Source: an optimization exercise on an open RTL-to-GDS flow (aim: small area). Production flows keep margins and buffers that such runs may drop. In this exercise RTL edits were held to simulation tests only and were not proved equivalent to the original. The clock port is modelled as an ideal driver, which makes a skipped or thinned clock tree look cheaper than it is; a real chip needs a root buffer or a tree. Power and IR drop assume default switching activity.

// Clock_one
module Clock_one #(parameter MAINCLOCK = 15)
	(
	 input    clk,
	 input    rst,
	 input    [1:0]swch,
	 input 	 BUT1,
	 input 	 BUT2,
	 output   [15:0]OUTCR
	 );
function [3:0] inc10(input [3:0] q);
	inc10 = {q[3] ? !q[0] : (q[0] & q[1] & q[2]),
	         q[2] ^ (q[0] & q[1]),
	         q[1] ^ (q[0] & !q[3]),
	         !q[0]};
endfunction
function [2:0] inc6(input [2:0] q);
	inc6 = {q[2] ? !q[0] : (q[0] & q[1]),
	        q[1] ^ (q[0] & !q[2]),
	        !q[0]};
endfunction
function [5:0] inc24(input [5:0] h);
	if (h[5] & h[1] & h[0]) inc24 = 6'd0;
	else inc24 = {h[5] | (h[4] & h[3] & h[0]), h[4] ^ (h[3] & h[0]), inc10(h[3:0])};
endfunction
reg  [15:0] RG;
reg         tikTak;
wire        rg_last = RG[15] & RG[14] & RG[9] & RG[8] & RG[6] & RG[4];
always @(posedge clk) begin
	if (rst | rg_last) RG <= 16'd0;
	else RG <= RG + 1'b1;
	tikTak <= !rst & rg_last;
end
wire sec1KHZ   = (RG[5:0] == 6'h28);
wire SETtikTak = (RG[13:0] == 14'd12501);
wire [3:0]  db_in = {BUT2, BUT1, swch[1], swch[0]};
reg  [3:0]  db_d, db_v, db_full, db_deb;
reg  [11:0] db_cnt;
integer i;
always @(posedge clk)
	if (rst) begin
		db_d    <= 4'b0;
		db_v    <= 4'b0;
		db_full <= 4'hf;
		db_deb  <= 4'b0;
	end
	else if (sec1KHZ) begin
		db_d <= db_in;
		db_v <= db_d;
		for (i = 0; i < 4; i = i + 1) begin
			if (db_full[i]) db_deb[i] <= db_v[i];
			if (db_d[i] != db_v[i]) db_full[i] <= 1'b0;
			else if (&db_cnt[3*i +: 3]) db_full[i] <= 1'b1;
		end
	end
always @(posedge clk)
	if (sec1KHZ)
  ...
Size in the first run: about 490 cells after synthesis, ~99 flip-flops, about 22 I/O pins, about 4200 um2 of cells after synthesis.
==> flow/config.mk <==
export PLATFORM = sky130hd
export DESIGN_NAME = Clock_one
export DESIGN_NICKNAME = Clock_one
export VERILOG_FILES = /design/flow/design.v
export SDC_FILE = /design/flow/constraint.sdc
export NUM_CORES = 4
export LEC_CHECK = 0
export CAP_MARGIN = 0
export CORE_MARGIN = 2
export CORE_UTILIZATION = 80
export SLEW_MARGIN = 0
==> flow/constraint.sdc <==
create_clock -name core_clock -period 10.0 [get_ports {clk}]
set_input_delay 2.0000 -clock core_clock [delete_from_list [all_inputs] [get_ports {clk}]]
set_output_delay 2.0000 -clock core_clock [all_outputs]
set_load 0.01 [all_outputs]
standard.sh (not shown) runs the stock make flow with config.mk's settings and CLKGATE_MAP_FILE= SYNTH_SCRIPT=/design/flow/synth_recipe.tcl, a recipe that flattens the netlist after the stock synthesis.
==> flow/flow/run.sh <==
#!/bin/bash
# Own layout flow: the standard flow (standard.sh) with
#  - synthesis identical to the standard one up to technology mapping, but
#    with an area-oriented ABC script and without the half/full-adder cell
#    mapping; the smallest of a few ABC scripts is kept, and its registers
#    are checked against the standard synthesis (same names and cell types);
#  - in place of ORFS's clock tree, MY_CTS_K buffers fed by the clock port,
#    each driving a compact group of registers (cts_clusters.tcl);
#  - the smallest buffer on every port.
# Every tool's output goes to a log file in this folder.
set -euo pipefail
W=$PWD
P=$FLOW_PLATFORM

# synth_recipe.tcl with the abc override after its first line.
{ head -1 synth_recipe.tcl; cat flow/abc_proc.tcl; tail -n +2 synth_recipe.tcl; } > synth_area.tcl

# standard.sh's make command with another WORK_HOME and synthesis script.
variant() { # variant WORK_HOME SYNTH_SCRIPT_AND_EXTRA > script
  sed -e "s#WORK_HOME=[^ ]*#WORK_HOME=$1#" -e "s#SYNTH_SCRIPT=[^ ]*#SYNTH_SCRIPT=$2#" standard.sh
}
regs() { grep -E '^\s*sky130_fd_sc_hd__[a-z0-9_]+ ' "$1" | awk '$1 ~ /__(df|edf|sdf|dl)/ {print $1, $2}' | sort; }
area() { grep 'Chip area' "$1" | awk '{print $NF}'; }

# Standard synthesis, for reference.
variant "$W/std" "$W/synth_recipe.tcl" > std.sh
bash std.sh synth > std_synth.log 2>&1
regs std/results/$P/Clock_one/base/1_2_yosys.v > std_regs.txt
echo "standard synthesis: $(area std/reports/$P/Clock_one/base/synth_stat.txt) um2, $(wc -l < std_regs.txt) registers"

best=""; best_area=""
for s in flow/abc_*.script; do
  n=$(basename $s .script)
  variant "$W/try_$n" "$W/synth_area.tcl ADDER_MAP_FILE=" > try_$n.sh
  MY_ABC_SCRIPT=$W/$s bash try_$n.sh synth > synth_$n.log 2>&1 || { echo "$n: synthesis failed"; continue; }
  regs try_$n/results/$P/Clock_one/base/1_2_yosys.v > regs_$n.txt
  if ! cmp -s regs_$n.txt std_regs.txt; then echo "$n: registers differ from the standard synthesis"; continue; fi
  a=$(area try_$n/reports/$P/Clock_one/base/synth_stat.txt)
  echo "$n: $a um2"
  if [[ -z "$best" ]] || awk "BEGIN{exit !($a < $best_area)}"; then best=$n; best_area=$a; fi
done
[[ -n "$best" ]] || { echo "no area synthesis kept the standard registers"; exit 1; }
echo "using $best"

variant "$W/orfs" "$W/synth_area.tcl ADDER_MAP_FILE=" > area.sh
MY_ABC_SCRIPT=$W/flow/$best.script bash area.sh synth > synth.log 2>&1
regs orfs/results/$P/Clock_one/base/1_2_yosys.v > regs_final.txt
cmp regs_final.txt std_regs.txt

export PRE_CTS_TCL=$W/flow/cts_clusters.tcl
export MY_CTS_K=4 MY_CTS_LEAF=sky130_fd_sc_hd__buf_12 MY_CTS_ROOT=
export BUFFER_PORTS_ARGS="-buffer_cell sky130_fd_sc_hd__buf_1"
bash standard.sh > layout.log 2>&1
tail -3 layout.log
Other scripts of this flow, unchanged in this note and not shown: flow/flow/abc_a3.script, flow/flow/abc_b3.script, flow/flow/abc_b5.script, flow/flow/abc_c1.script, flow/flow/abc_c4.script, flow/flow/abc_c5.script, flow/flow/abc_proc.tcl, flow/flow/cts_clusters.tcl
The baseline completed without violations.
Then changed:
- CAP_MARGIN: 0 -> 20
- SLEW_MARGIN: 0 -> 20
The changed run passed the timing, DRC and antenna checks.
Via count is unchanged.
Routed wire length does not change.
Power does not change.
Area after synthesis stays the same.
Setup slack stays the same.
In every run of this note, the design's own scripts or RTL, not TritonCTS, make the clock network.

[re-timing with driven ports]
No port has a modelled driver above. Below, the same layouts with a new extraction and two added sets of constraints.
Step 1 assumes that a clkbuf_16 drives the clock port and a buf_2 every other input.
Step 2 times the ports against the registers' clock, not the clock port: input delays grow and output delays shrink by t, the midpoint of the rising clock arrivals with the driver on.
Three values: ideal, step 1, step 2; two values: the first two.
run	shift t [ns]	setup WS [ns]	slew at the worst register clock pin (ns)
the first run	0.218	5.357 / 5.267 / 5.485	0.10 / 0.10
the second run	0.218	5.357 / 5.267 / 5.485	0.10 / 0.10
After both steps every run listed still meets setup and hold.
